What follows belongs to an exercise in optimizing a design on an open flow for small area; a production flow would make more cautious choices. At most, simulation tests tie the RTL to the original design; equivalence was not proved. The RTL of run 2 was laid out without a check of its function. The clock port is modelled as an ideal driver; clocking choices that lean on that would not hold on a real chip. Power figures rest on the tool's default switching activity, not on a simulated workload.

<file path="design/flow/flow/run.sh">
#!/bin/bash
# Layout flow: the standard layout (standard.sh) with these changes:
#  - synthesis keeps the small modules (aoi3, aoi2, hexnum, seg7, beamdec,
#    tmds_bias_*, tmds_symbols)
#    apart while it maps them, so each is mapped on its own (synth_recipe.tcl
#    still flattens the design at the end; the registers are the standard
#    synthesis's);
#  - no adder extraction before abc (ADDER_MAP_FILE empty): the adder step
#    turns xor/and pairs anywhere into half-adder cells that abc cannot
#    optimise;
#  - ports are buffered with the smallest buffer (buf_1) instead of the
#    resizer's default pick;
#  - right after floorplan, each combinational cell is set to the smallest
#    cell of the same function (repair_design sizes up again where needed);
#  - the clock tree is four clkbuf_8, each driving a quarter of the
#    registers, placed by cts_pre.tcl; clock_tree_synthesis then has nothing
#    left to do.
# Each step's full tool output goes to orfs/logs (ORFS's own logs); make's
# output goes to standard.log in this folder.
set -euo pipefail
here=$(cd "$(dirname "$0")" && pwd)
export SYNTH_KEEP_MODULES="aoi3 aoi2 hexnum seg7 tmds_bias_p tmds_bias_z tmds_bias_b beamdec tmds_symbols"
export ADDER_MAP_FILE=
export BUFFER_PORTS_ARGS="-buffer_cell sky130_fd_sc_hd__buf_1"
export POST_FLOORPLAN_TCL="$here/downsize.tcl"
export PRE_CTS_TCL="$here/cts_pre.tcl"
export CLK_NLEAF=4 CLK_LEAF_CELL=sky130_fd_sc_hd__clkbuf_8
export CTS_ARGS="-clk_nets clk -buf_list sky130_fd_sc_hd__clkbuf_8 -dont_use_dummy_load"
bash standard.sh > standard.log 2>&1
</file>
<file path="design/flow/flow/cts_pre.tcl">
# Clock tree built by hand: the clock port drives NLEAF buffers directly,
# each driving the clock pins of one group of registers that lie close
# together (groups from the placement: split by x, then each half by y).
# clock_tree_synthesis is then given only the port net, which it skips.
set nleaf $::env(CLK_NLEAF)
set cell $::env(CLK_LEAF_CELL)
set block [ord::get_db_block]
set dbu [$block getDbUnitsPerMicron]
set net [$block findNet clk]
set sinks {}
foreach it [$net getITerms] {
  set inst [$it getInst]
  set bb [$inst getBBox]
  set x [expr {([$bb xMin] + [$bb xMax]) / 2.0 / $dbu}]
  set y [expr {([$bb yMin] + [$bb yMax]) / 2.0 / $dbu}]
  lappend sinks [list $x $y "[$inst getName]/[[$it getMTerm] getName]"]
}
set n [llength $sinks]
puts "manual clock tree: $n clock pins, $nleaf leaf buffers of $cell"
# split into two columns by x, then each column into rows by y
set ncol [expr {$nleaf >= 2 ? 2 : 1}]
set nrow [expr {$nleaf / $ncol}]
set byx [lsort -real -index 0 $sinks]
set groups {}
for {set ci 0} {$ci < $ncol} {incr ci} {
  set lo [expr {$ci * $n / $ncol}]
  set hi [expr {($ci + 1) * $n / $ncol - 1}]
  set col [lsort -real -index 1 [lrange $byx $lo $hi]]
  set m [llength $col]
  for {set ri 0} {$ri < $nrow} {incr ri} {
    set lo2 [expr {$ri * $m / $nrow}]
    set hi2 [expr {($ri + 1) * $m / $nrow - 1}]
    lappend groups [lrange $col $lo2 $hi2]
  }
}
set k 0
foreach g $groups {
  set sx 0.0; set sy 0.0; set pins {}
  foreach s $g {
    set sx [expr {$sx + [lindex $s 0]}]
    set sy [expr {$sy + [lindex $s 1]}]
    lappend pins [get_pins [lindex $s 2]]
  }
  set cx [expr {$sx / [llength $g]}]
  set cy [expr {$sy / [llength $g]}]
  insert_buffer -buffer_cell $cell -net clk -load_pins $pins -location [list $cx $cy] -buffer_name clkleaf_$k -net_name clk_leaf_$k
  puts "  leaf $k: [llength $g] pins at ($cx, $cy)"
  incr k
}
</file>
<file path="design/flow/flow/downsize.tcl">
# Set every combinational cell to the smallest-area cell of the same
# function (same base name, other drive strength). Registers, clock cells,
# tie cells and physical cells are left as they are.
set n 0
foreach inst [get_cells *] {
  set master [get_property $inst ref_name]
  if {![regexp {^(sky130_fd_sc_hd__([a-z0-9]+))_([0-9]+)$} $master -> base short size]} { continue }
  if {[regexp {^(df|edf|sdf|sedf|dl|clk|conb|tap|fill|decap|diode|lpflow|probe)} $short]} { continue }
  set best ""
  set best_area 1e9
  foreach lc [get_lib_cells -quiet "*/${base}_*"] {
    set name [get_name $lc]
    if {![regexp "^${base}_\[0-9\]+\$" $name]} { continue }
    if {[get_property $lc dont_use]} { continue }
    set skip 0
    foreach pat $::env(DONT_USE_CELLS) { if {[string match $pat $name]} { set skip 1 } }
    if {$skip} { continue }
    set a [get_property $lc area]
    if {$a < $best_area} { set best_area $a; set best $lc }
  }
  if {$best ne "" && [get_name $best] ne $master} {
    replace_cell $inst $best
    incr n
  }
}
puts "downsize: replaced $n cells"
</file>
<file path="design/flow/standard.sh">
#!/bin/bash
# synth_recipe.tcl (not shown) runs the flow's synth.tcl, then flattens the netlist and writes it again
# the make line also repeats each setting of config.mk as NAME=value (left out here)
make -C /OpenROAD-flow-scripts/flow DESIGN_CONFIG=/design/flow/config.mk WORK_HOME=/design/flow/orfs CLKGATE_MAP_FILE= SYNTH_SCRIPT=/design/flow/synth_recipe.tcl "${@:-finish}"
</file>
<file path="design/flow/config.mk">
export PLATFORM = sky130hd
export DESIGN_NAME = dvi_status
export DESIGN_NICKNAME = dvi_status
export VERILOG_FILES = /design/flow/design.v
export SDC_FILE = /design/flow/constraint.sdc
export NUM_CORES = 4
export LEC_CHECK = 0
export CAP_MARGIN = 10
export CORE_MARGIN = 2
export CORE_UTILIZATION = 40
export CTS_BUF_LIST = sky130_fd_sc_hd__clkbuf_8
export PLACE_DENSITY = 0.6
export SLEW_MARGIN = 10
</file>
<file path="design/flow/constraint.sdc">
create_clock -name core_clock -period 10.0 [get_ports {clk}]
set_input_delay 2.0000 -clock core_clock [delete_from_list [all_inputs] [get_ports {clk}]]
set_output_delay 2.0000 -clock core_clock [all_outputs]
set_load 0.01 [all_outputs]
</file>
<file path="design/flow/design.v">
module vgaout
(
	input clk,
	input rst,       
	input en,        
	input en1,       
	input [31:0] rez1,
	input [31:0] rez2,
	input [15:0] freq,
	input [15:0] elapsed,
	input  [7:0] mark,
	output de,
	output hs,
	output vs,
	output first,    
	output pix,      
	output [1:0] row
);
reg [9:0] c, d;
function [9:0] inc;
	input [9:0] x;
	input ci;
	integer i;
	reg cy;
	begin
		cy = ci;
		for (i = 0; i < 10; i = i + 1) begin
			inc[i] = x[i] ^ cy;
			cy = cy & x[i];
		end
	end
endfunction
wire c_wrap, d_wrap, nextline, mrow;
beamdec dec (.c(c), .d(d), .c_wrap(c_wrap), .d_wrap(d_wrap), .nextline(nextline),
	.hs(hs), .vs(vs), .de(de), .first(first), .mrow(mrow));
wire c_load = rst | (en & c_wrap);
wire d_load = rst | (en & nextline & d_wrap);
wire [9:0] c_inc = inc(c, en);
wire [9:0] d_inc = inc(d, en & nextline);
always @(posedge clk) begin
	c <= c_load ? 10'd14 : c_inc;
	d <= d_load ? 10'd15 : d_inc;
end
assign row = d[8:7];
wire ld = (c[9:7] == 3'b001) && (c[6:0] != 7'h7f) &&
          !(c[6:0] == 7'h7e && (en1 || en)) &&
          !(c[6:0] == 7'h7d && en1 && en);
wire [31:0] r3 = {elapsed, freq};
wire s_m  = ~d[8] & ~d[7];
wire s_r3 = ~d[8] &  d[7];
wire s_r1 =  d[8] & ~d[7];
wire s_r2 =  d[8] &  d[7];
wire [31:0] src_n;
genvar i;
generate
	for (i = 0; i < 32; i = i + 1) begin : g_src
		if (i == 15) begin : g_h
			aoi3 u (.a(rez1[i]), .sa(s_r1), .b(rez2[i]), .sb(s_r2), .c(mark[i/4]), .sc(~d[8]), .y(src_n[i]));
		end else if (i >= 12 && i < 15) begin : g_hn
			aoi2 u (.a(rez1[i]), .sa(~d[7]), .b(rez2[i]), .sb(d[7]), .y(src_n[i]));
		end else if (i % 4 == 3) begin : g_m
			wire t;
			aoi3 u (.a(rez1[i]), .sa(s_r1), .b(rez2[i]), .sb(s_r2), .c(r3[i]), .sc(s_r3), .y(t));
			assign src_n[i] = t & ~(mark[i/4] & s_m);
		end else begin : g_n
			aoi3 u (.a(rez1[i]), .sa(s_r1), .b(rez2[i]), .sb(s_r2), .c(r3[i]), .sc(~d[8]), .y(src_n[i]));
		end
	end
endgenerate
reg [31:0] rv_n;
always @(posedge clk)
	if (ld)
		rv_n <= src_n;
wire [31:0] rv = ~rv_n;
wire window = c[9] ^ c[8];
wire [2:0] digit = {c[9], c[7:6]};
wire [1:0] x = {c[5], c[4] | c[3]};
wire [2:0] y = {d[6:5], d[4] | d[3]};
wire [7:0] dsel;
generate
	for (i = 0; i < 8; i = i + 1) begin : g_dsel
		assign dsel[i] = (digit == i);
	end
endgenerate
wire [3:0] nib;
generate
	for (i = 0; i < 4; i = i + 1) begin : g_nib
		wire p0, p1, p2;
		aoi3 u0 (.a(rv_n[28+i]), .sa(dsel[0]), .b(rv_n[24+i]), .sb(dsel[1]), .c(rv_n[20+i]), .sc(dsel[2]), .y(p0));
		aoi3 u1 (.a(rv_n[16+i]), .sa(dsel[3]), .b(rv_n[12+i]), .sb(dsel[4]), .c(rv_n[8+i]),  .sc(dsel[5]), .y(p1));
		aoi2 u2 (.a(rv_n[4+i]),  .sa(dsel[6]), .b(rv_n[i]),    .sb(dsel[7]), .y(p2));
		assign nib[i] = p0 & p1 & p2;
	end
endgenerate
wire rezpix;
hexnum digs
(
	.value(nib),
	.x(x),
	.y(y),
	.hide(d[8:7] == 2'b01 && digit == 3'd4),
	.image(rezpix)
);
wire mpix = (x != 2'd3) && mrow && nib[3];
assign pix = window && (d[9:7] == 3'b000 ? mpix : (!d[9] && rezpix));
endmodule
module hexnum
(
	input  [3:0] value,
	input  [1:0] x,
	input  [2:0] y,
	input        hide,
	output image
);
wire [6:0] ss;
seg7 dec (.value(value), .ss(ss));
wire x0 = (x == 2'd0), x1 = (x == 2'd1), x2 = (x == 2'd2);
wire y0 = (y == 3'd0), y1 = (y == 3'd1), y2 = (y == 3'd2), y3 = (y == 3'd3), y4 = (y == 3'd4);
wire up = y0 | y1 | y2, lo = y2 | y3 | y4;
assign image = !hide & (
	((ss[0] & y0 | ss[3] & y4) & (x0 | x1 | x2)) |
	(ss[6] & y2 & x1) |
	((ss[5] & x0 | ss[1] & x2) & up) |
	((ss[4] & x0 | ss[2] & x2) & lo));
endmodule
module seg7
(
	input [3:0] value,
	output reg [6:0] ss
);
always @(*)
	case (value)
	4'h0: ss = 7'b0111111;
	4'h1: ss = 7'b0000110;
	4'h2: ss = 7'b1011011;
	4'h3: ss = 7'b1001111;
	4'h4: ss = 7'b1100110;
	4'h5: ss = 7'b1101101;
	4'h6: ss = 7'b1111101;
	4'h7: ss = 7'b0000111;
	4'h8: ss = 7'b1111111;
	4'h9: ss = 7'b1101111;
	4'ha: ss = 7'b1110111;
	4'hb: ss = 7'b1111100;
	4'hc: ss = 7'b0111001;
	4'hd: ss = 7'b1011110;
	4'he: ss = 7'b1111001;
	default: ss = 7'b1110001;
	endcase
endmodule
module aoi3
(
	input a, sa, b, sb, c, sc,
	output y
);
	assign y = ~((a & sa) | (b & sb) | (c & sc));
endmodule
module aoi2
(
	input a, sa, b, sb,
	output y
);
	assign y = ~((a & sa) | (b & sb));
endmodule
module beamdec
(
	input [9:0] c,
	input [9:0] d,
	output c_wrap,      
	output d_wrap,      
	output nextline,    
	output hs,
	output vs,
	output de,
	output first,       
	output mrow         
);
function ge;    
	input [9:0] x;
	input [9:0] k;
	integer i;
	begin
		ge = 1'b1;
		for (i = 0; i < 10; i = i + 1)
			ge = k[i] ? (x[i] & ge) : (x[i] | ge);
	end
endfunction
function le;    
	input [9:0] x;
	input [9:0] k;
	integer i;
	begin
		le = 1'b1;
		for (i = 0; i < 10; i = i + 1)
			le = k[i] ? (~x[i] | le) : (~x[i] & le);
	end
endfunction
assign c_wrap = c[9] & c[8] & c[6] & c[5] & c[3];
assign d_wrap = d[9] & d[4] & d[3] & d[2];
assign nextline = (c[9:4] == 6'd0) & c[0];                            
assign hs = !(((c[9:4] != 6'd0) | c[0]) && le(c, 10'd76));             
assign vs = (d[9:5] == 5'd0) & d[4] & ~d[3] & ~(d[2] & d[1]);          
wire c_gt_862 = c[9] & c[8] & c[6] & (c[5] | (c[4:0] == 5'h1f));       
wire d_gt_525 = d[9] & (d[4] | (d[3] & d[2] & d[1]));                  
assign de = ge(c, 10'd143) && !c_gt_862 && ge(d, 10'd46) && !d_gt_525;
assign first = c[7] & ~(c[9] | c[8] | c[6] | c[5] | c[4]);
assign mrow = d[6] & d[5] & (d[4] ? (~d[3] & ~(d[2] & d[1] & d[0])) : (d[3:0] == 4'hf));
endmodule
module tmds_bias_p
(
	input clk,
	input rst,        
	input blank,
	input ff,         
	output neg        
);
	reg [3:0] k;
	assign neg = k[0];
	reg [3:0] nxt;
	always @(*)
		case (k)
		4'd0: nxt = 4'd1;
		4'd1: nxt = ff ? 4'd7 : 4'd2;
		4'd2: nxt = 4'd3;
		4'd3: nxt = ff ? 4'd0 : 4'd4;
		4'd4: nxt = 4'd5;
		4'd5: nxt = ff ? 4'd2 : 4'd6;
		4'd6: nxt = 4'd7;
		4'd7: nxt = ff ? 4'd4 : 4'd8;
		default: nxt = 4'd0;
		endcase
	always @(posedge clk)
		if (rst || blank) k <= 4'd0;
		else k <= nxt;
endmodule
module tmds_bias_z
(
	input clk,
	input rst,        
	input blank,
	output neg        
);
	reg [3:0] k;
	assign neg = k[0];
	wire run = ~(rst | blank);
	always @(posedge clk) begin
		k[0] <= run & ~k[0] & ~k[3];
		k[1] <= run & (k[1] ^ k[0]);
		k[2] <= run & (k[2] ^ (k[1] & k[0]));
		k[3] <= run & k[2] & k[1] & k[0];
	end
endmodule
module tmds_bias_b
(
	input clk,
	input rst,        
	input blank,
	input ff,         
	input f7,         
	output neg        
);
	reg [3:0] k;
	assign neg = k[0];
	reg [3:0] nxt;
	always @(*)
		case (k)
		4'd0: nxt = f7 ? 4'd3 : 4'd1;
		4'd1: nxt = ff ? 4'd7 : f7 ? 4'd5 : 4'd2;
		4'd2: nxt = f7 ? 4'd5 : 4'd3;
		4'd3: nxt = ff ? 4'd0 : f7 ? 4'd7 : 4'd4;
		4'd4: nxt = f7 ? 4'd7 : 4'd5;
		4'd5: nxt = ff ? 4'd2 : f7 ? 4'd0 : 4'd6;
		4'd6: nxt = f7 ? 4'd0 : 4'd7;
		4'd7: nxt = ff ? 4'd4 : f7 ? 4'd2 : 4'd8;
		default: nxt = f7 ? 4'd2 : 4'd0;
		endcase
	always @(posedge clk)
		if (rst || blank) k <= 4'd0;
		else k <= nxt;
endmodule
module dvi_status
(
	input clk,               
	input rst,               
	input clk_en,            
	input [31:0] rez1,       
	input [31:0] rez2,       
	input [15:0] freq,       
	input [15:0] elapsed,    
	input  [7:0] mark,
	output [9:0] tmds_red,
	output [9:0] tmds_green,
	output [9:0] tmds_blue
);
	reg rst1, rst2, en1, en2;
	always @(posedge clk) begin
		rst1 <= rst;
		rst2 <= rst1;
		en1 <= clk_en;
		en2 <= en1;
	end
	wire de, hs, vs, first, pix;
	wire [1:0] row;
	vgaout showrez
	(
		.clk(clk),
		.rst(rst2),
		.en(en2),
		.en1(en1),
		.rez1(rez1),
		.rez2(rez2),
		.freq(freq),
		.elapsed(elapsed),
		.mark(mark),
		.de(de),
		.hs(hs),
		.vs(vs),
		.first(first),
		.pix(pix),
		.row(row)
	);
	wire b_ff = pix & ~row[1] & ~row[0];
	wire b_7f = ~pix & ~first;
	wire blank = ~de;
	wire p_neg, z_neg, b_neg;
	tmds_bias_p u21 (.clk(clk), .rst(rst2), .blank(blank), .ff(pix), .neg(p_neg));
	tmds_bias_z u22 (.clk(clk), .rst(rst2), .blank(blank), .neg(z_neg));
	tmds_bias_b u23 (.clk(clk), .rst(rst2), .blank(blank), .ff(b_ff), .f7(b_7f), .neg(b_neg));
	tmds_symbols sym
	(
		.rst(rst2), .de(de), .hs(hs), .vs(vs), .pix(pix), .row(row),
		.b_ff(b_ff), .b_7f(b_7f), .p_neg(p_neg), .z_neg(z_neg), .b_neg(b_neg),
		.tmds_red(tmds_red), .tmds_green(tmds_green), .tmds_blue(tmds_blue)
	);
endmodule
module tmds_symbols
(
	input rst,
	input de,
	input hs,
	input vs,
	input pix,
	input [1:0] row,
	input b_ff,      
	input b_7f,      
	input p_neg,
	input z_neg,
	input b_neg,
	output [9:0] tmds_red,
	output [9:0] tmds_green,
	output [9:0] tmds_blue
);
	wire k = rst | ~de;                  
	wire hs_c = hs | rst;
	wire vs_c = vs | rst;
	wire r_ff = pix & row[0];
	wire g_ff = pix & ~(row[1] & row[0]);
	wire r_neg = row[0] ? p_neg : z_neg;
	wire g_neg = (row[1] & row[0]) ? z_neg : p_neg;
	assign tmds_red   = {k | (r_ff ^ r_neg), k | ~r_ff,
	                     ~k & r_neg, k | r_neg, ~k & r_neg, k | r_neg,
	                     ~k & r_neg, k | r_neg, ~k & r_neg, ~k & r_neg};
	assign tmds_green = {k | (g_ff ^ g_neg), k | ~g_ff,
	                     ~k & g_neg, k | g_neg, ~k & g_neg, k | g_neg,
	                     ~k & g_neg, k | g_neg, ~k & g_neg, ~k & g_neg};
	wire b_00 = ~b_ff & ~b_7f;
	wire b9 = k ? ~(vs_c ^ hs_c) : (b_neg ^ ~b_00);
	wire b8 = k ? hs_c : b_00;
	wire b7 = k ? ~hs_c : (b_neg ^ b_7f);
	wire bo = k ? ~hs_c : b_neg;         
	wire be = k ? hs_c : b_neg;          
	assign tmds_blue = {b9, b8, b7, be, bo, be, bo, be, bo, bo};
endmodule
</file>
==> out/metrics.cfg, run 1 <==
[outcome]
status = complete, no violations

[yosys]
netlist_area_mm2 = 0.00406
syn_nets = 521
syn_area_per_cell_um2 = 9.80
synth_area_leaders = edfxtp_1, dfxtp_1, a222oi_1, buf_4, a21oi_1
yosys.area.top_type = edfxtp_1
yosys.area.top_type_share_pct = 23.7
yosysWarnings = 7
yosysSeqAreaShare_pct = 41.4
async_flop_share_pct = 0
syn_inst = 414
synth_ff_type = dfxtp_1
synth_common_cells = a222oi_1, dfxtp_1, edfxtp_1
ys_types = 68
synth_enable_flop_cells = 32
post-synth-top-count-cell = a222oi_1
synth_seq_cells = 68

[detailed_routing]
vias = 3704
drc = 0
avgViaCountPerCell = 5.69
detail_route.first_pass.iterations = 7
first_iter_violations = 249
totalWireLength_mm = 9.91
ant_nets = 0
wl_per_cell_um = 15.2

[final_layout]
fill_cells = 1052
regArea_mm2 = 0.00168
multi_input_area_mm2 = 0.00196
drive_gt1_share_pct = 1.93
layout.nets = 627
antenna_cells = 0
syn_to_final_growth_pct = 9.34

[hold_path]
hold-path-cell-count = 0
hold_path_end = rst2$_DFF_P_
hp-start = rst1$_DFF_P_
hold_path_class = reg -> reg

[global_routing]
antenna_found_initial = 0
grt-ovfl-total = 0
track_usage_pct = 17.3
grt_max_degree = 33
grt_pass1_vias = 3388
grt_pass1_wl_mm = 16.3

[worst_setup_path]
crit_path_max_fanout = 13
crit_path_start_kind = flip-flop
rrSetupSlack_ns = 5.70
r2r_cells = 16
rr_endpoint = u23.k[2]$_SDFF_PP0_
startpoint = showrez.c[6]$_SDFF_PP0_
cp.arrival_ns = 4.36
critPathKind = reg -> out
critPathRequiredTime_ns = 8.00
r2r-start = showrez.c[6]$_SDFF_PP0_
endpoint_kind = output port

[floorplanning]
core_mm2 = 0.00982
die_area_mm2 = 0.0110
io_pins = 137
die_h_um = 105
initial_utilization_pct = 41.3
num_rows = 36
die_x_um = 105

[timing]
max_freq_mhz = 157
hold_viol = 0
setup_tns_ns = 0
finClkSkew_ns = 0.0163
setup_ws_ns = 3.64
finalCritPeriodShare_pct = 63.6
worst_pin_slew_ns = 1.09
layout_min_cycle_time_ns = 6.36
relSlewSlack_pct = 27.0
rsz0062_at_grt = no
finalSetupViolations = 0
drv_slew = 0

[clock_network]
cts_setup_buffers = 0
ctsHoldBuffers = 0
cts.clk_slew.worst_paths_ns = 0.11
post_cts_resized = 0
clk_latency_ns = 0.17

[run]
cap_violations = 0

[power]
ir_drop_uv = 58.0
p_leak_nw = 1.36
p_per_area_mw_per_mm2 = 104

[placement]
numPortBuffers = 132
globalplace.congestion = 0.811
hpwl_mm = 7.42
pre_cts_ws_ns = 3.86

==> placed cells by master, fill, tap and decap left out, types with 11 or more instances in the layout <==
| cell type | Yosys | layout |
|---|---|---|
| a21oi_1 | 31 | 31 |
| a222oi_1 | 37 | 37 |
| and3_1 | 12 | 13 |
| buf_1 | 0 | 132 |
| dfxtp_1 | 36 | 36 |
| edfxtp_1 | 32 | 32 |
| inv_1 | 15 | 16 |
| nand2_1 | 16 | 17 |
| nor2_1 | 31 | 31 |
| nor3_1 | 12 | 11 |
| o21ai_0 | 17 | 20 |
==> stage by stage <==
step | total power [mW] | area (um2) | utilization (%) | instances | hold WS, ns
after floorplan | 0.343 | 4060 | - | 414 | 0.310
after global placement | 0.359 | 4380 | 44.6 | 647 | 0.313
after detailed placement | 0.360 | 4380 | 44.6 | 647 | 0.323
after CTS | 0.438 | 4430 | 45.1 | 651 | 0.323
after global routing | 0.483 | 4440 | 45.2 | 651 | 0.354
final | 0.461 | 4440 | 45.2 | 651 | 0.346
==> worst max path at each step <==
stage / endpoint / slack, ns
floorplan: tmds_green[9] / 4.38
global placement: tmds_blue[9] / 3.91
detailed placement: tmds_blue[9] / 3.86
CTS: tmds_blue[9] / 3.85
global route: tmds_blue[9] / 3.15
finish: tmds_blue[9] / 3.64
==> Yosys stat by module, one instance, submodules excluded <==
| module | cell area [um2] | cells inside | copies in the design | flip-flops and latches |
|---|---|---|---|---|
| dvi_status | 2210 | 182 | 1 | 56 |
| tmds_bias_b | 249 | 30 | 1 | 4 |
| beamdec | 205 | 29 | 1 | 0 |
| hexnum | 93.8 | 13 | 1 | 0 |
| seg7 | 209 | 33 | 1 | 0 |
| aoi2 | 12.5 | 1 | 7 | 0 |
| aoi3 | 10.0 | 1 | 37 | 0 |
| tmds_bias_z | 138 | 13 | 1 | 4 |
| tmds_bias_p | 160 | 17 | 1 | 4 |
| tmds_symbols | 339 | 53 | 1 | 0 |
==> routing by layer <==
layer,GRT usage [%],vias to the layer above,part of all wire (%)
met1,23.9,1712,45
met3,1.25,5,5.8
met4,1.33,0,0.71
met5,0,-,0
li1,-,1857,-
met2,30.9,130,49
==> state kept, by name, summed over array words and instances (netlist names) <==
signal        cells
showrez.rv_n     32
showrez.c        10
showrez.d        10
u21.k             4
u22.k             4
u23.k             4
en1               1
en2               1
rst1              1
rst2              1
==> where the power goes <==
group	internal [mW]	total (mW)	switching, mW
clock	0.0373	0.107	0.0698
sequential	0.295	0.303	0.00840
combinational	0.0250	0.0502	0.0252
==> cell type report, without the clock buffers <==
type	instances	share of cell area (%)
Tap cell	133	3.75
Sequential cell	68	37.9
Timing Repair Buffer	135	11.7
Inverter	16	1.35
Multi-Input combinational cell	295	44.1
==> kinds of logic (layout without fill, tap and decap cells) <==
kind of cell,Yosys count,after routing,share of synthesized area [%]
buf+inv,51,155,7.92
mux,6,6,1.48
simple gates,131,131,18.4
xor+xnor,12,12,2.59
flops,68,68,41.4
compound gates,146,146,28.2
==> critical path, stage by stage (launching register included) <==
cell,delay (ns)
dfxtp_1,0.62
inv_1,0.21
nor3b_1,0.47
a222oi_1,0.17
and3_1,0.35
or2_0,0.32
a21oi_1,0.14
a31oi_1,0.05
nor2b_1,0.15
a31oi_1,0.16
o22ai_1,0.10
a22o_1,0.24
nor2_1,0.15
o41a_1,0.45
nor2_1,0.15
xnor2_1,0.16
o21ai_0,0.15
buf_1,0.17
==> run 2: changes to the inputs <==
--- a/design/flow/design.v
+++ b/design/flow/design.v
@@ -211,4 +211,3 @@
 	input clk,
-	input rst,        
-	input blank,
+	input clr,        
 	input ff,         
@@ -232,3 +231,3 @@
 	always @(posedge clk)
-		if (rst || blank) k <= 4'd0;
+		if (clr) k <= 4'd0;
 		else k <= nxt;
@@ -238,4 +237,3 @@
 	input clk,
-	input rst,        
-	input blank,
+	input clr,        
 	output neg        
@@ -244,3 +242,3 @@
 	assign neg = k[0];
-	wire run = ~(rst | blank);
+	wire run = ~clr;
 	always @(posedge clk) begin
@@ -255,4 +253,3 @@
 	input clk,
-	input rst,        
-	input blank,
+	input clr,        
 	input ff,         
@@ -277,3 +274,3 @@
 	always @(posedge clk)
-		if (rst || blank) k <= 4'd0;
+		if (clr) k <= 4'd0;
 		else k <= nxt;
@@ -323,10 +320,10 @@
 	wire b_7f = ~pix & ~first;
-	wire blank = ~de;
+	wire clr = rst2 | ~de;
 	wire p_neg, z_neg, b_neg;
-	tmds_bias_p u21 (.clk(clk), .rst(rst2), .blank(blank), .ff(pix), .neg(p_neg));
-	tmds_bias_z u22 (.clk(clk), .rst(rst2), .blank(blank), .neg(z_neg));
-	tmds_bias_b u23 (.clk(clk), .rst(rst2), .blank(blank), .ff(b_ff), .f7(b_7f), .neg(b_neg));
+	tmds_bias_p u21 (.clk(clk), .clr(clr), .ff(pix), .neg(p_neg));
+	tmds_bias_z u22 (.clk(clk), .clr(clr), .neg(z_neg));
+	tmds_bias_b u23 (.clk(clk), .clr(clr), .ff(b_ff), .f7(b_7f), .neg(b_neg));
 	tmds_symbols sym
 	(
-		.rst(rst2), .de(de), .hs(hs), .vs(vs), .pix(pix), .row(row),
+		.rst(rst2), .k(clr), .hs(hs), .vs(vs), .pix(pix), .row(row),
 		.b_ff(b_ff), .b_7f(b_7f), .p_neg(p_neg), .z_neg(z_neg), .b_neg(b_neg),
@@ -338,3 +335,3 @@
 	input rst,
-	input de,
+	input k,         
 	input hs,
@@ -352,3 +349,2 @@
 );
-	wire k = rst | ~de;                  
 	wire hs_c = hs | rst;
==> run 2 against run 1 <==
  * Still clean
  * Cell count is 0.92% lower
  * Global-route usage shrank 0.47 points
  * Clock skew fell by 0.0032 ns
==> out/metrics.cfg, run 2 <==
[final_layout]
largest_reg_flops = 32
layout.nets = 621
drive_gt1_share_pct = 1.76
antenna_cells = 0
finalNonFillerCells = 645
top_regs = showrez.rv_n x32, showrez.c x10, showrez.d x10
mostFrequentLayoutCells = buf_1, a222oi_1, dfxtp_1
syn_to_final_growth_pct = 9.25
final_common_cell = buf_1
top_register = showrez.rv_n

[placement]
hpwl_mm = 7.16
globalplace.congestion = 0.778
place_inst = 641
numPortBuffers = 132
pre_cts_ws_ns = 3.66

[global_routing]
grt-ovfl-total = 0
track_usage_pct = 16.8
antenna_found_initial = 0
grt_max_degree = 33
grt_pass1_wl_mm = 16.0
grt_pass1_vias = 3522

[yosys]
yosysWarnings = 7
synth_xor_area_share_pct = 2.60
synth_mux_area_share_pct = 2.23
yosys.area.top_type_share_pct = 23.7
ys_types = 67
synth_ff_type = dfxtp_1
syn_nets = 514
yosys.area.top_type = edfxtp_1
yosysSeqAreaShare_pct = 41.6
syn_area_per_cell_um2 = 9.94
syn_inst = 407
synth_area_leaders = edfxtp_1, dfxtp_1, a222oi_1, buf_4, a21oi_1
synth_seq_cells = 68
post-synth-top-count-cell = a222oi_1
synth_top_family_by_area = compound AO/OA/AOI/OAI gates
synth-compound-area-share_pct = 27.6
netlist_area_mm2 = 0.00405
synthAdderAreaFrac_pct = 0
synth_simple_gate_area_share_pct = 18.6
synth_common_cells = a222oi_1, dfxtp_1, edfxtp_1
async_flop_share_pct = 0
synth_enable_flop_cells = 32

[timing]
setup_tns_ns = 0
finClkSkew_ns = 0.0131
finalSetupViolations = 0
setup_ws_ns = 3.44
drv_slew = 0
layout_min_cycle_time_ns = 6.56
holdWs_ns = 0.346
relSlewSlack_pct = 35.8
rsz0062_at_grt = no
max_freq_mhz = 152
hold_viol = 0
worst_pin_slew_ns = 0.954
finalCritPeriodShare_pct = 65.6

[floorplanning]
initial_utilization_pct = 41.2
die_h_um = 105
io_pins = 137
die_x_um = 105
num_rows = 36
core_mm2 = 0.00982
die_area_mm2 = 0.0109

[detailed_routing]
vias = 3706
ant_nets = 0
detail_route.first_pass.iterations = 8
totalWireLength_mm = 9.56
avgViaCountPerCell = 5.75
first_iter_violations = 262
drc = 0
wl_per_cell_um = 14.8

[worst_setup_path]
rr_endpoint = u21.k[2]$_SDFF_PP0_
crit_path_max_fanout = 13
critPathKind = reg -> out
r2r_cells = 16
endpoint_kind = output port
rrSetupSlack_ns = 5.30
startpoint = showrez.c[6]$_SDFF_PP0_
critPathRequiredTime_ns = 8.00
crit_end = tmds_green[9]
r2r-start = showrez.c[6]$_SDFF_PP0_
cp.arrival_ns = 4.56
crit_path_start_kind = flip-flop

[power]
ir_drop_uv = 50.2
power_mw = 0.455
p_leak_nw = 1.36
p_per_area_mw_per_mm2 = 103

[hold_path]
hold_path_class = reg -> reg
hold-path-cell-count = 0

[clock_network]
clk_latency_ns = 0.16
post_cts_resized = 0
cts.clk_slew.worst_paths_ns = 0.11
ctsHoldBuffers = 0
cts_setup_buffers = 0

[run]
cap_violations = 0

[outcome]
status = complete, no violations

## run 2: per-layer routing
layer / part of all wire, % / vias to the layer above / routed length [um] / track usage, %
li1: - / 1838 / - / -
met1: 44 / 1742 / 4160 / 22.4
met3: 6.2 / 5 / 597 / 1.31
met4: 0.74 / 0 / 71 / 1.43
met5: 0 / - / 0 / 0
met2: 49 / 121 / 4730 / 31.0
## run 2: through the flow
step | util, % | instance area, um2
final | 45.0 | 4420
after CTS | 45.0 | 4420
after floorplan | - | 4050
after detailed placement | 44.5 | 4370
after global placement | 44.5 | 4370
after global routing | 45.0 | 4420
## run 2: kinds of logic after synthesis
group / after synthesis
buffers and inverters: 49
and+or+nand+nor: 130
xor gates and xnor gates: 12
DFF: 68
AOI/OAI and AO/OA: 139
muxes: 9
## run 2: area by class of cell, without the clock buffers
class | instances | area [um2]
fill | 1001 | 5400
sequential | 68 | 1680
inverter | 14 | 52.6
multi-input combinational | 290 | 1940
timing repair buffer | 136 | 526
tap | 133 | 166
## run 2: how the worst min path moves through the flow
stage               slack [ns]         start      endpoint
detailed placement        0.32  rst1$_DFF_P_  rst2$_DFF_P_
finish                    0.35  rst1$_DFF_P_  rst2$_DFF_P_
global route              0.36  rst1$_DFF_P_  rst2$_DFF_P_
CTS                       0.32  rst1$_DFF_P_  rst2$_DFF_P_
floorplan                 0.31  rst1$_DFF_P_  rst2$_DFF_P_
global placement          0.32  rst1$_DFF_P_  rst2$_DFF_P_
## run 2: per-module statistics from Yosys, one instance, submodules excluded
module,cell area (um2),times used,flip-flops and latches,cells
aoi2,12.5,7,0,1
aoi3,10.0,37,0,1
beamdec,205,1,0,29
dvi_status,2200,1,56,180
hexnum,93.8,1,0,13
seg7,209,1,0,33
tmds_bias_b,246,1,4,29
tmds_bias_p,164,1,4,16
tmds_bias_z,129,1,4,12
tmds_symbols,338,1,0,51
## run 2: critical path: stages, from the launching register on
cell and delay (ns):
dfxtp_1 0.59, inv_1 0.20, nor3b_1 0.53, a222oi_1 0.21
and3_1 0.35, o21bai_1 0.20, a21oi_1 0.08, a31oi_1 0.19
mux2i_1 0.10, a211o_1 0.27, o21ai_0 0.08, a22o_1 0.15
nor2_1 0.05, nor4_1 0.84, xnor2_1 0.18, a31oi_1 0.21
buf_1 0.16
## run 2: power breakdown
part,switching (mW),total (mW),internal (mW)
combinational,0.0248,0.0498,0.0250
clock,0.0648,0.102,0.0371
sequential,0.00820,0.303,0.295
total,0.0978,0.455,0.357
==> run 3: changes to the inputs <==
--- a/design/flow/design.v
+++ b/design/flow/design.v
@@ -128,23 +128,12 @@
 	input [3:0] value,
-	output reg [6:0] ss
+	output [6:0] ss
 );
-always @(*)
-	case (value)
-	4'h0: ss = 7'b0111111;
-	4'h1: ss = 7'b0000110;
-	4'h2: ss = 7'b1011011;
-	4'h3: ss = 7'b1001111;
-	4'h4: ss = 7'b1100110;
-	4'h5: ss = 7'b1101101;
-	4'h6: ss = 7'b1111101;
-	4'h7: ss = 7'b0000111;
-	4'h8: ss = 7'b1111111;
-	4'h9: ss = 7'b1101111;
-	4'ha: ss = 7'b1110111;
-	4'hb: ss = 7'b1111100;
-	4'hc: ss = 7'b0111001;
-	4'hd: ss = 7'b1011110;
-	4'he: ss = 7'b1111001;
-	default: ss = 7'b1110001;
-	endcase
+wire [3:0] v = value;
+assign ss[0] = ~((~v[0] & ~v[1] & v[2] & ~v[3]) | (v[0] & ~v[1] & ~v[2] & ~v[3]) | (v[0] & ~v[1] & v[2] & v[3]) | (v[0] & v[1] & ~v[2] & v[3]));
+assign ss[1] = ~((~v[0] & v[1] & v[2]) | (~v[0] & v[2] & v[3]) | (v[0] & ~v[1] & v[2] & ~v[3]) | (v[0] & v[1] & v[3]));
+assign ss[2] = ~((~v[0] & v[1] & ~v[2] & ~v[3]) | (~v[0] & v[2] & v[3]) | (v[1] & v[2] & v[3]));
+assign ss[3] = ~((~v[0] & ~v[1] & v[2] & ~v[3]) | (~v[0] & v[1] & ~v[2] & v[3]) | (v[0] & ~v[1] & ~v[2] & ~v[3]) | (v[0] & v[1] & v[2]));
+assign ss[4] = ~((v[0] & ~v[1] & ~v[2]) | (v[0] & ~v[3]) | (~v[1] & v[2] & ~v[3]));
+assign ss[5] = ~((v[0] & ~v[1] & v[2] & v[3]) | (v[0] & v[1] & ~v[3]) | (v[0] & ~v[2] & ~v[3]) | (v[1] & ~v[2] & ~v[3]));
+assign ss[6] = ~((~v[0] & ~v[1] & v[2] & v[3]) | (v[0] & v[1] & v[2] & ~v[3]) | (~v[1] & ~v[2] & ~v[3]));
 endmodule
--- a/design/flow/flow/run.sh
+++ b/design/flow/flow/run.sh
@@ -3,9 +3,5 @@
 #  - synthesis keeps the small modules (aoi3, aoi2, hexnum, seg7, beamdec,
-#    tmds_bias_*, tmds_symbols)
-#    apart while it maps them, so each is mapped on its own (synth_recipe.tcl
-#    still flattens the design at the end; the registers are the standard
-#    synthesis's);
-#  - no adder extraction before abc (ADDER_MAP_FILE empty): the adder step
-#    turns xor/and pairs anywhere into half-adder cells that abc cannot
-#    optimise;
+#    tmds_bias_*, tmds_symbols) apart while it maps them, so each is mapped
+#    on its own (synth_recipe.tcl still flattens the design at the end; the
+#    registers are the standard synthesis's);
 #  - ports are buffered with the smallest buffer (buf_1) instead of the
@@ -22,3 +18,2 @@
 export SYNTH_KEEP_MODULES="aoi3 aoi2 hexnum seg7 tmds_bias_p tmds_bias_z tmds_bias_b beamdec tmds_symbols"
-export ADDER_MAP_FILE=
 export BUFFER_PORTS_ARGS="-buffer_cell sky130_fd_sc_hd__buf_1"
==> run 3 against run 2 <==
  * Total power increased by 0.43%
  * Clock skew increased by 0.0042 ns
  * Maximum frequency increased by 0.83%
  * Sequential share of layout area increased by 0.35 points
  * Sequential power about the same
  * Cell count decreased by 5.3%
  * First-iteration DRC count decreased by 24%
  * Wire length decreased by 5.4%
==> out/metrics.cfg, run 3 <==
[power]
power_mw = 0.457
p_per_area_mw_per_mm2 = 104
p_leak_nw = 1.50
ir_drop_uv = 60.4

[floorplanning]
die_area_mm2 = 0.0109
die_x_um = 104
core_mm2 = 0.00977
die_h_um = 104
initial_utilization_pct = 41.1
io_pins = 137
num_rows = 36

[placement]
hpwl_mm = 6.85
globalplace.congestion = 0.789
numPortBuffers = 132
place_area_mm2 = 0.00433
place_inst = 607

[timing]
rsz0062_at_grt = no
setup_tns_ns = 0
finalCritPeriodShare_pct = 65.1
max_freq_mhz = 154
finClkSkew_ns = 0.0173
worst_pin_slew_ns = 1.08
relSlewSlack_pct = 27.6
finalSetupViolations = 0
hold_viol = 0
layout_min_cycle_time_ns = 6.51
drv_slew = 0

[yosys]
netlist_area_mm2 = 0.00402
yosysSeqAreaShare_pct = 41.8
synth_ff_type = dfxtp_1
async_flop_share_pct = 0
yosysWarnings = 6
synth_common_cells = a222oi_1, dfxtp_1, edfxtp_1
syn_area_per_cell_um2 = 10.9
yosys.area.top_type = edfxtp_1
yosys.area.top_type_share_pct = 23.9
synth_seq_cells = 68
synth_area_leaders = edfxtp_1, dfxtp_1, a222oi_1, ha_1, buf_4
post-synth-top-count-cell = a222oi_1
syn_inst = 370
ys_types = 69
synth_enable_flop_cells = 32
syn_nets = 496

[clock_network]
ctsHoldBuffers = 0
cts.clk_slew.worst_paths_ns = 0.11
clk_latency_ns = 0.17
cts_setup_buffers = 0
post_cts_resized = 0

[run]
cap_violations = 0

[final_layout]
layout.nets = 606
regArea_mm2 = 0.00168
top_regs = showrez.rv_n x32, showrez.c x10, showrez.d x10
post-route-util_pct = 44.8
mostFrequentLayoutCells = buf_1, a222oi_1, dfxtp_1
final_area_mm2 = 0.00438
finalNonFillerCells = 611
multi_input_area_mm2 = 0.00193
fill_cells = 997
top_register = showrez.rv_n
largest_reg_flops = 32
syn_to_final_growth_pct = 8.93
drive_gt1_share_pct = 1.88
antenna_cells = 0
final_common_cell = buf_1

[global_routing]
grt_pass1_wl_mm = 14.6
grt-ovfl-total = 0
grt_max_degree = 33
antenna_found_initial = 0
track_usage_pct = 15.7
grt_pass1_vias = 3057

[detailed_routing]
detail_route.first_pass.iterations = 7
totalWireLength_mm = 9.05
avgViaCountPerCell = 5.40
vias = 3300
drc = 0
ant_nets = 0
first_iter_violations = 200
wl_per_cell_um = 14.8

[worst_setup_path]
critPathRequiredTime_ns = 8.00
crit_path_start_kind = flip-flop
cp.arrival_ns = 4.51
r2r_cells = 16
endpoint_kind = output port
critPathKind = reg -> out
crit_path_max_fanout = 14

[outcome]
status = complete, no violations

[hold_path]
hold-path-cell-count = 0
hold_path_class = reg -> reg

[run 3: per-module statistics from Yosys, one instance, submodules excluded]
module	times used	flip-flops and latches	cell area, um2
beamdec	1	0	205
seg7	1	0	220
tmds_symbols	1	0	338
tmds_bias_p	1	4	164
aoi2	7	0	12.5
aoi3	37	0	10.0
tmds_bias_z	1	4	129
hexnum	1	0	93.8
tmds_bias_b	1	4	246
dvi_status	1	56	2170
[run 3: final timing paths]
path,slack (ns),endpoint,from
hold / removal,0.34,rst2$_DFF_P_,rst1$_DFF_P_
setup / recovery,3.49,tmds_red[9],showrez.c[9]$_SDFF_PP0_
hold reg to reg,0.34,rst2$_DFF_P_,rst1$_DFF_P_
setup reg to reg,5.39,u21.k[2]$_SDFF_PP0_,showrez.c[9]$_SDFF_PP0_
[run 3: worst max-delay path: stages, from the launching register on]
cell      delay (ns)
dfxtp_1         0.60
nand2b_1        0.26
nor2_1          0.12
a222oi_1        0.37
and3_1          0.50
nor2_1          0.09
mux2_1          0.30
a22oi_1         0.21
mux2i_1         0.11
a211o_1         0.27
o21ai_0         0.07
a22o_1          0.16
o21ai_0         0.09
a211oi_1        0.63
xnor2_1         0.17
a31oi_1         0.20
buf_1           0.17
[run 3: layout make-up, without the clock buffers]
class	count	share of cell area (%)
Timing Repair Buffer	134	11.7
Multi-Input combinational cell	262	44.0
Inverter	10	0.857
Tap cell	133	3.80
Sequential cell	68	38.4
[run 3: through the flow]
| stage | hold slack (ns) | setup slack (ns) |
|---|---|---|
| 2_1_floorplan | 0.310 | 4.70 |
| 3_3_place_gp | 0.317 | 3.76 |
| 3_5_place_dp | 0.316 | 3.69 |
| 4_1_cts | 0.318 | 3.69 |
| 5_1_grt | 0.358 | 2.89 |
| 6_report | 0.343 | 3.49 |
[run 3: cell families after synthesis]
| logic type | Yosys count | synth area share [%] |
|---|---|---|
| xor gates and xnor gates | 11 | 2.58 |
| DFF | 68 | 41.8 |
| muxes | 8 | 2.15 |
| adders and majority gates | 19 | 5.91 |
| and+or+nand+nor | 122 | 18.0 |
| AOI/OAI and AO/OA | 102 | 22.8 |
| buffers and inverters | 40 | 6.78 |
[run 3: power by group]
part           switching, mW  leakage (nW)  internal (mW)
Combinational         0.0234         0.891         0.0259
Clock                 0.0688        0.0288         0.0373
Sequential           0.00607         0.580          0.295
[run 3: routing by layer]
metal  wire, um  GRT usage [%]  vias up
li1           -              -     1675
met3        454           1.00        8
met2       4340           27.5      113
met1       4110           21.5     1504
met5          0              0        -
met4        138           2.70        0
==> run 4: changes to the inputs <==
--- a/design/flow/flow/run.sh
+++ b/design/flow/flow/run.sh
@@ -2,3 +2,3 @@
 # Layout flow: the standard layout (standard.sh) with these changes:
-#  - synthesis keeps the small modules (aoi3, aoi2, hexnum, seg7, beamdec,
+#  - synthesis keeps the modules (vgaout, aoi3, aoi2, hexnum, seg7, beamdec,
 #    tmds_bias_*, tmds_symbols) apart while it maps them, so each is mapped
@@ -17,3 +17,3 @@
 here=$(cd "$(dirname "$0")" && pwd)
-export SYNTH_KEEP_MODULES="aoi3 aoi2 hexnum seg7 tmds_bias_p tmds_bias_z tmds_bias_b beamdec tmds_symbols"
+export SYNTH_KEEP_MODULES="aoi3 aoi2 hexnum seg7 tmds_bias_p tmds_bias_z tmds_bias_b beamdec tmds_symbols vgaout"
 export BUFFER_PORTS_ARGS="-buffer_cell sky130_fd_sc_hd__buf_1"
==> run 4 against run 3 <==
  * Combinational power about the same
  * Flip-flop and latch count did not move
  * Sequential power about the same
  * Global-route usage is essentially flat
  * Clock power about the same
  * First-iteration DRC count is 35% higher
  * Setup slack worse by 1.1 ns
  * Total power down 0.81%
  * Die area down 0.62%
  * Cell count decreased by 0.33%
  * Sequential share of layout area rose by 0.23 points
  * Still clean
  * Critical path depth increased by 1
==> out/metrics.cfg, run 4 <==
[worst_setup_path]
r2r_cells = 16
r2r-start = showrez.c[9]$_SDFF_PP0_
critPathKind = reg -> out
startpoint = showrez.c[9]$_SDFF_PP0_
path_cells = nand2b_1 > nor2_1 > a222oi_1 > and3_1 > mux2_1 > a22oi_1 > mux2i_1 > a211o_1 > o21ai_0 > a22o_1 > o21ai_0 > a211oi_1 > nor3b_1 > nor2_1 > xnor2_1 > o21ai_0 > buf_1
crit_path_start_kind = flip-flop
path_depth = 17
rrSetupSlack_ns = 4.50
path_delay_family = compound AO/OA/AOI/OAI gates
worst-path-buf-inv = 1
crit_end = tmds_blue[9]
rr_endpoint = u23.k[2]$_SDFF_PP0_
crit_path_max_fanout = 13
endpoint_kind = output port
crit_path_frequent_cell = o21ai_0
critPathMaxStageDelay_ns = 0.78
slowest_stage = a211oi_1
cp.arrival_ns = 5.59
critPathRequiredTime_ns = 8.00

[floorplanning]
die_h_um = 104
io_pins = 137
initial_utilization_pct = 41.1
die_x_um = 104
core_mm2 = 0.00973
die_area_mm2 = 0.0108
num_rows = 36

[timing]
hold_viol = 0
finalCritPeriodShare_pct = 75.9
worst_pin_slew_ns = 0.915
max_freq_mhz = 132
rsz0062_at_grt = no
relSlewSlack_pct = 38.6
layout_min_cycle_time_ns = 7.59
setup_tns_ns = 0
finClkSkew_ns = 0.0156
drv_slew = 0
finalSetupViolations = 0
holdWs_ns = 0.344

[yosys]
synth_area_leaders = edfxtp_1, dfxtp_1, a222oi_1, ha_1, buf_4
yosys.area.top_type = edfxtp_1
yosysSeqAreaShare_pct = 42.1
syn_area_per_cell_um2 = 10.8
yosysWarnings = 6
synth_common_cells = a222oi_1, dfxtp_1, edfxtp_1
syn_inst = 369
synth_seq_cells = 68
syn_nets = 495
yosys.area.top_type_share_pct = 24.1
ys_types = 66
async_flop_share_pct = 0
synth_ff_type = dfxtp_1
netlist_area_mm2 = 0.00400
post-synth-top-count-cell = a222oi_1
synth_enable_flop_cells = 32

[power]
p_sw_mw = 0.0947
combPwrFrac_pct = 10.8
ir_drop_uv = 48.1
power_mw = 0.453
p_leak_nw = 1.48
p_int_mw = 0.358
power.share.switching_pct = 20.9
clkPwrFrac_pct = 22.7
pwr-share-seq_pct = 66.6
p_per_area_mw_per_mm2 = 104

[global_routing]
grt-ovfl-total = 0
antenna_found_initial = 0
track_usage_pct = 15.7
grt_pass1_vias = 3161
grt_pass1_wl_mm = 14.7
grt_max_degree = 33

[clock_network]
cts.clk_slew.worst_paths_ns = 0.11
cts_setup_buffers = 0
clk_latency_ns = 0.16
post_cts_resized = 0
ctsHoldBuffers = 0

[run]
cap_violations = 0

[final_layout]
drive_gt1_share_pct = 1.68
final_common_cell = buf_1
finalNonFillerCells = 609
post-route-util_pct = 44.8
top_register = showrez.rv_n
syn_to_final_growth_pct = 8.99
largest_reg_flops = 32
fill_cells = 989
mostFrequentLayoutCells = buf_1, a222oi_1, dfxtp_1
antenna_cells = 0
layout.nets = 604
top_regs = showrez.rv_n x32, showrez.c x10, showrez.d x10

[outcome]
status = complete, no violations

[placement]
globalplace.congestion = 0.787
numPortBuffers = 132
place_inst = 605
hpwl_mm = 6.81

[detailed_routing]
drc = 0
vias = 3332
wl_per_cell_um = 14.6
detail_route.first_pass.iterations = 8
first_iter_violations = 270
totalWireLength_mm = 8.91
ant_nets = 0
avgViaCountPerCell = 5.47

[hold_path]
hold_path_class = reg -> reg

==> run 4: stage by stage <==
| step | instance area [um2] | setup WS [ns] |
|---|---|---|
| 3_3_place_gp | 4300 | 2.69 |
| 5_1_grt | 4350 | 1.79 |
| 2_1_floorplan | 4000 | 4.27 |
| 3_5_place_dp | 4300 | 2.63 |
| 6_report | 4350 | 2.41 |
| 4_1_cts | 4350 | 2.62 |
==> run 4: how the worst min path moves through the flow <==
stage	startpoint	endpoint	slack, ns	depth (start not counted)
final	rst1$_DFF_P_	rst2$_DFF_P_	0.34	0
after CTS	rst1$_DFF_P_	rst2$_DFF_P_	0.33	0
after global placement	rst1$_DFF_P_	rst2$_DFF_P_	0.33	0
after global routing	rst1$_DFF_P_	rst2$_DFF_P_	0.35	0
after floorplan	rst1$_DFF_P_	rst2$_DFF_P_	0.31	0
after detailed placement	rst1$_DFF_P_	rst2$_DFF_P_	0.33	0
==> run 4: layout make-up, without the clock buffers <==
class	count	area (um2)	share of cell area, %
Sequential cell	68	1680	38.6
Tap cell	133	166	3.82
Multi-Input combinational cell	259	1900	43.5
Inverter	10	37.5	0.862
Timing Repair Buffer	135	518	11.9
==> run 4: routing by layer <==
| layer | GRT usage [%] | routed length [um] |
|---|---|---|
| met3 | 1.19 | 434 |
| met1 | 20.7 | 3960 |
| met5 | 0 | 0 |
| met4 | 3.09 | 159 |
| met2 | 28.1 | 4360 |
==> run 4: power groups by stage <==
stage          sequential, mW  clock [mW]  combinational (mW)
2_1_floorplan           0.307           0              0.0329
3_3_place_gp            0.308           0              0.0473
3_5_place_dp            0.308           0              0.0491
4_1_cts                 0.308      0.0774              0.0494
5_1_grt                 0.303       0.116              0.0558
6_report                0.302       0.103              0.0489
==> run 4: per-module statistics from Yosys (local to each module, per instance), a selection <==
module / cells / flops+latches / area (um2) / copies in the design
tmds_symbols: 51 / 0 / 338 / 1
beamdec: 29 / 0 / 205 / 1
dvi_status: 7 / 4 / 103 / 1
aoi2: 1 / 0 / 12.5 / 7
vgaout: 141 / 52 / 2040 / 1
tmds_bias_z: 10 / 4 / 129 / 1
tmds_bias_p: 16 / 4 / 164 / 1
hexnum: 13 / 0 / 93.8 / 1
==> run 4: logic make-up after synthesis <==
group	after synthesis	share of synthesized area [%]
adder cells (fa/ha/maj)	19	5.95
AO/OA/AOI/OAI	102	23.1
AND/OR/NAND/NOR	119	17.2
multiplexers	8	2.16
XOR/XNOR	11	2.41
buffers and inverters	42	7.11
flip-flops	68	42.1
==> run 5: changes to the inputs <==
--- a/design/flow/design.v
+++ b/design/flow/design.v
@@ -73,3 +73,2 @@
 		rv_n <= src_n;
-wire [31:0] rv = ~rv_n;
 wire window = c[9] ^ c[8];
==> run 5 against run 4 <==
  * Still clean on timing, DRC and antenna
  * Setup slack unchanged
  * Clock skew unchanged
  * Final area unchanged
  * Critical path depth unchanged
  * First-iteration DRC count unchanged
  * Register-to-register slack about the same
  * Sequential power about the same
  * Cell count unchanged
  * Critical endpoint unchanged
  * Largest cell class unchanged
  * Highest routed layer unchanged
==> out/metrics.cfg, run 5 <==
[yosys]
synth_seq_cells = 68
yosysSeqAreaShare_pct = 42.1
synth_ff_type = dfxtp_1
ys_types = 66
synth_common_cells = a222oi_1, dfxtp_1, edfxtp_1
yosysWarnings = 6
syn_nets = 495
syn_inst = 369
syn_area_per_cell_um2 = 10.8
post-synth-top-count-cell = a222oi_1
synth_area_leaders = edfxtp_1, dfxtp_1, a222oi_1, ha_1, buf_4
synth_enable_flop_cells = 32
netlist_area_mm2 = 0.00400
yosys.area.top_type_share_pct = 24.1
yosys.area.top_type = edfxtp_1
async_flop_share_pct = 0

[final_layout]
final_common_cell = buf_1
syn_to_final_growth_pct = 8.99
mostFrequentLayoutCells = buf_1, a222oi_1, dfxtp_1
top_register = showrez.rv_n
layout.nets = 604
fill_cells = 989
top_regs = showrez.rv_n x32, showrez.c x10, showrez.d x10
drive_gt1_share_pct = 1.68
largest_reg_flops = 32
antenna_cells = 0
final_area_mm2 = 0.00435

[timing]
rsz0062_at_grt = no
setup_ws_ns = 2.41
setup_tns_ns = 0
max_freq_mhz = 132
drv_slew = 0
hold_viol = 0
worst_pin_slew_ns = 0.915
layout_min_cycle_time_ns = 7.59
finClkSkew_ns = 0.0156
finalSetupViolations = 0
finalCritPeriodShare_pct = 75.9
relSlewSlack_pct = 38.6

[clock_network]
cts.clk_slew.worst_paths_ns = 0.11
cts_setup_buffers = 0
clk_latency_ns = 0.16
post_cts_resized = 0
ctsHoldBuffers = 0

[floorplanning]
initial_utilization_pct = 41.1
io_pins = 137
num_rows = 36
die_h_um = 104
core_mm2 = 0.00973
die_area_mm2 = 0.0108
die_x_um = 104

[placement]
place_area_mm2 = 0.00430
numPortBuffers = 132
globalplace.congestion = 0.787
hpwl_mm = 6.81
pre_cts_ws_ns = 2.63

[global_routing]
antenna_found_initial = 0
track_usage_pct = 15.7
grt-ovfl-total = 0
grt_max_degree = 33
grt_pass1_vias = 3161
grt_pass1_wl_mm = 14.7

[worst_setup_path]
startpoint = showrez.c[9]$_SDFF_PP0_
rrSetupSlack_ns = 4.50
crit_path_max_fanout = 13
r2r-start = showrez.c[9]$_SDFF_PP0_
critPathRequiredTime_ns = 8.00
path_delay_family = compound AO/OA/AOI/OAI gates
worst-path-buf-inv = 1
critPathMaxStageDelay_ns = 0.78
path_cells = nand2b_1 > nor2_1 > a222oi_1 > and3_1 > mux2_1 > a22oi_1 > mux2i_1 > a211o_1 > o21ai_0 > a22o_1 > o21ai_0 > a211oi_1 > nor3b_1 > nor2_1 > xnor2_1 > o21ai_0 > buf_1
cp.arrival_ns = 5.59
crit_path_start_kind = flip-flop
critPathKind = reg -> out
endpoint_kind = output port
slowest_stage = a211oi_1
crit_path_frequent_cell = o21ai_0

[hold_path]
hp-start = rst1$_DFF_P_
hold_path_class = reg -> reg

[power]
combPwrFrac_pct = 10.8
power.share.switching_pct = 20.9
p_per_area_mw_per_mm2 = 104
ir_drop_uv = 48.1
pwr-share-seq_pct = 66.6
p_int_mw = 0.358
p_sw_mw = 0.0947
clkPwrFrac_pct = 22.7
p_leak_nw = 1.48

[detailed_routing]
first_iter_violations = 270
detail_route.first_pass.iterations = 8
avgViaCountPerCell = 5.47
drc = 0
ant_nets = 0
wl_per_cell_um = 14.6
vias = 3332
totalWireLength_mm = 8.91

[outcome]
status = complete, no violations

[run]
cap_violations = 0

[run 5: cell counts after synthesis]
Identical to the previous run, type by type.
[run 5: path summary, 6_finish.rpt]
check,cells past startpoint,end
worst max register to register,16,u23.k[2]$_SDFF_PP0_
worst min register to register,0,rst2$_DFF_P_
worst max-delay path,17,tmds_blue[9]
worst min-delay path,0,rst2$_DFF_P_
[run 5: power by group through the flow]
stage	combinational, mW	clock, mW	sequential [mW]
floorplan	0.0329	0	0.307
global route	0.0558	0.116	0.303
global placement	0.0473	0	0.308
finish	0.0489	0.103	0.302
CTS	0.0494	0.0774	0.308
detailed placement	0.0491	0	0.308
[run 5: final cells by class, without the clock buffers]
cell class	instances	area, um2	area share [%]
Multi-Input combinational cell	259	1900	43.5
Sequential cell	68	1680	38.6
Timing Repair Buffer	135	518	11.9
Tap cell	133	166	3.82
Inverter	10	37.5	0.862
[run 5: worst register-to-register path, delay by kind of cell, from the launching register on]
kind | cells | cell delay (ns)
AO/OA/AOI/OAI | 8 | 2.31
AND/OR/NAND/NOR | 5 | 1.83
multiplexers | 3 | 0.71
flip-flops | 1 | 0.61
[run 5: logic make-up after synthesis]
group                    after synthesis  synth area share [%]
AO/OA/AOI/OAI                        102                  23.1
XOR/XNOR                              11                  2.41
adder cells (fa/ha/maj)               19                  5.95
buffers and inverters                 42                  7.11
flip-flops                            68                  42.1
multiplexers                           8                  2.16
AND/OR/NAND/NOR                      119                  17.2
[run 5: through the flow]
stage | hold slack, ns | total power, mW | cells | util [%]
5_1_grt | 0.352 | 0.475 | 609 | 44.8
2_1_floorplan | 0.310 | 0.340 | 369 | -
3_3_place_gp | 0.330 | 0.355 | 605 | 44.2
6_report | 0.344 | 0.453 | 609 | 44.8
4_1_cts | 0.327 | 0.435 | 609 | 44.8
3_5_place_dp | 0.327 | 0.357 | 605 | 44.2
[run 5: per-layer routing]
layer	track usage [%]	share of wire, %	wire, um
met5	0	0	0
met4	3.09	1.8	159
met3	1.19	4.9	434
met2	28.1	49	4360
met1	20.7	44	3960
[run 5: Yosys stat by module, one instance, submodules excluded, excerpt]
module        flops+latches  cell area [um2]  cells
tmds_bias_b               4              246     29
vgaout                   52             2040    141
tmds_bias_z               4              129     10
tmds_symbols              0              338     51
hexnum                    0             93.8     13
beamdec                   0              205     29
==> run 6: changes to the inputs <==
--- a/design/flow/config.mk
+++ b/design/flow/config.mk
@@ -7,3 +7,3 @@
 export LEC_CHECK = 0
-export CAP_MARGIN = 10
+export CAP_MARGIN = 0
 export CORE_MARGIN = 2
@@ -12,2 +12,2 @@
 export PLACE_DENSITY = 0.6
-export SLEW_MARGIN = 10
+export SLEW_MARGIN = 0
==> run 6 against run 5 <==
  * Core utilization did not move
  * Setup slack did not move
  * Synthesized cell count did not move
  * Critical path type unchanged
  * Critical endpoint unchanged
==> out/metrics.cfg, run 6 <==
[power]
ir_drop_uv = 48.1
p_per_area_mw_per_mm2 = 104
power_mw = 0.453
p_leak_nw = 1.48

[timing]
setup_tns_ns = 0
drv_slew = 0
hold_viol = 0
rsz0062_at_grt = no
finalCritPeriodShare_pct = 75.9
finalSetupViolations = 0
setup_ws_ns = 2.41
worst_pin_slew_ns = 0.915
finClkSkew_ns = 0.0156
max_freq_mhz = 132
layout_min_cycle_time_ns = 7.59
relSlewSlack_pct = 38.6

[worst_setup_path]
r2r_cells = 16
worst-path-buf-inv = 1
path_cells = nand2b_1 > nor2_1 > a222oi_1 > and3_1 > mux2_1 > a22oi_1 > mux2i_1 > a211o_1 > o21ai_0 > a22o_1 > o21ai_0 > a211oi_1 > nor3b_1 > nor2_1 > xnor2_1 > o21ai_0 > buf_1
crit_path_frequent_cell = o21ai_0
r2r-start = showrez.c[9]$_SDFF_PP0_
rr_endpoint = u23.k[2]$_SDFF_PP0_
startpoint = showrez.c[9]$_SDFF_PP0_
path_depth = 17
crit_path_start_kind = flip-flop
critPathRequiredTime_ns = 8.00
crit_path_max_fanout = 13
critPathMaxStageDelay_ns = 0.78
rrSetupSlack_ns = 4.50
endpoint_kind = output port
path_delay_family = compound AO/OA/AOI/OAI gates
crit_end = tmds_blue[9]
cp.arrival_ns = 5.59
slowest_stage = a211oi_1
critPathKind = reg -> out

[yosys]
synth_seq_cells = 68
async_flop_share_pct = 0
synth_common_cells = a222oi_1, dfxtp_1, edfxtp_1
synth_enable_flop_cells = 32
syn_nets = 495
post-synth-top-count-cell = a222oi_1
yosysSeqAreaShare_pct = 42.1
ys_types = 66
yosys.area.top_type = edfxtp_1
synth_area_leaders = edfxtp_1, dfxtp_1, a222oi_1, ha_1, buf_4
synth_ff_type = dfxtp_1
yosys.area.top_type_share_pct = 24.1
syn_inst = 369
netlist_area_mm2 = 0.00400
syn_area_per_cell_um2 = 10.8
yosysWarnings = 6

[clock_network]
ctsHoldBuffers = 0
post_cts_resized = 0
cts.clk_slew.worst_paths_ns = 0.11
clk_latency_ns = 0.16
cts_setup_buffers = 0

[detailed_routing]
first_iter_violations = 270
avgViaCountPerCell = 5.47
detail_route.first_pass.iterations = 8
wl_per_cell_um = 14.6
totalWireLength_mm = 8.91
ant_nets = 0
drc = 0
vias = 3332

[final_layout]
largest_reg_flops = 32
fill_cells = 989
layout.nets = 604
post-route-util_pct = 44.8
drive_gt1_share_pct = 1.68
top_register = showrez.rv_n
syn_to_final_growth_pct = 8.99
final_common_cell = buf_1
mostFrequentLayoutCells = buf_1, a222oi_1, dfxtp_1
top_regs = showrez.rv_n x32, showrez.c x10, showrez.d x10
final_area_mm2 = 0.00435
antenna_cells = 0

[global_routing]
grt-ovfl-total = 0
grt_pass1_wl_mm = 14.7
antenna_found_initial = 0
track_usage_pct = 15.7
grt_pass1_vias = 3161
grt_max_degree = 33

[floorplanning]
initial_utilization_pct = 41.1
num_rows = 36
core_mm2 = 0.00973
die_area_mm2 = 0.0108
die_h_um = 104
io_pins = 137
die_x_um = 104

[hold_path]
hold_path_class = reg -> reg

[placement]
numPortBuffers = 132
pre_cts_ws_ns = 2.63
hpwl_mm = 6.81
globalplace.congestion = 0.787
place_area_mm2 = 0.00430

[outcome]
status = complete, no violations

[run]
cap_violations = 0

run 6: cell counts after synthesis:
Identical to the previous run, type by type.
run 6: power by group:
part	total (mW)	internal (mW)	switching (mW)
sequential	0.302	0.295	0.00618
clock	0.103	0.0372	0.0655
combinational	0.0489	0.0258	0.0231
run 6: cells by family (layout without fill, tap and decap cells):
kind of cell,count (synthesis),after routing,share of synthesized area (%)
XOR/XNOR,11,11,2.41
buffers and inverters,42,149,7.11
AO/OA/AOI/OAI,102,102,23.1
multiplexers,8,8,2.16
adder cells (fa/ha/maj),19,19,5.95
AND/OR/NAND/NOR,119,119,17.2
flip-flops,68,68,42.1
run 6: final cells by class, without the clock buffers:
type | instances | area [um2] | share of cell area [%]
inverter | 10 | 37.5 | 0.862
multi-input combinational | 259 | 1900 | 43.5
sequential | 68 | 1680 | 38.6
tap | 133 | 166 | 3.82
timing repair buffer | 135 | 518 | 11.9
run 6: stage by stage:
stage,hold WS (ns),instances
after detailed placement,0.327,605
after global routing,0.352,609
after floorplan,0.310,369
after global placement,0.330,605
after CTS,0.327,609
final,0.344,609
run 6: worst min path at each step:
stage,startpoint,to,slack [ns],depth (start not counted)
floorplan,rst1$_DFF_P_,rst2$_DFF_P_,0.31,0
global placement,rst1$_DFF_P_,rst2$_DFF_P_,0.33,0
detailed placement,rst1$_DFF_P_,rst2$_DFF_P_,0.33,0
CTS,rst1$_DFF_P_,rst2$_DFF_P_,0.33,0
global route,rst1$_DFF_P_,rst2$_DFF_P_,0.35,0
finish,rst1$_DFF_P_,rst2$_DFF_P_,0.34,0
run 6: modules after synthesis, one instance, submodules excluded:
| module | area, um2 | cells | flops+latches |
|---|---|---|---|
| hexnum | 93.8 | 13 | 0 |
| seg7 | 220 | 29 | 0 |
| tmds_bias_b | 246 | 29 | 4 |
| tmds_symbols | 338 | 51 | 0 |
| aoi2 | 12.5 | 1 | 0 |
| beamdec | 205 | 29 | 0 |
| aoi3 | 10.0 | 1 | 0 |
| vgaout | 2040 | 141 | 52 |
| tmds_bias_p | 164 | 16 | 4 |
| dvi_status | 103 | 7 | 4 |
| tmds_bias_z | 129 | 10 | 4 |
run 6: layer usage:
metal | up-vias | track usage (%) | share of wire [%]
li1 | 1661 | - | -
met4 | 0 | 3.09 | 1.8
met3 | 11 | 1.19 | 4.9
met5 | - | 0 | 0
met1 | 1545 | 20.7 | 44
met2 | 115 | 28.1 | 49

==> afterwards: timing with drivers on the ports <==
Ports are ideal in the flow. The routed layouts listed here were re-timed in OpenROAD. Step 1 sets driving cells, clkbuf_16 on the clock port and buf_2 on the other inputs (assumed; they add their load-dependent delay and slew). Step 2, shift: input delay + t, output delay - t, t = (earliest + latest rising clock arrival at the registers) / 2. This alone moves slack from input paths to output paths. a / b / c = no drivers / after step 1 / after step 2; a / b = the first two.
| run | t, ns | setup slack, ns | clock arrival spread, ns |
|---|---|---|---|
| run 1 | 0.227 | 3.636 / 3.570 / 3.797 | 0.016 / 0.016 |
| run 2 | 0.217 | 3.436 / 3.374 / 3.592 | 0.014 / 0.013 |
| run 3 | 0.226 | 3.490 / 3.424 / 3.650 | 0.018 / 0.017 |
| run 4 | 0.216 | 2.411 / 2.351 / 2.568 | 0.015 / 0.015 |
| run 5 | 0.216 | 2.411 / 2.351 / 2.568 | 0.015 / 0.015 |
| run 6 | 0.216 | 2.411 / 2.351 / 2.568 | 0.015 / 0.015 |
After both steps setup and hold are still met in every run listed.
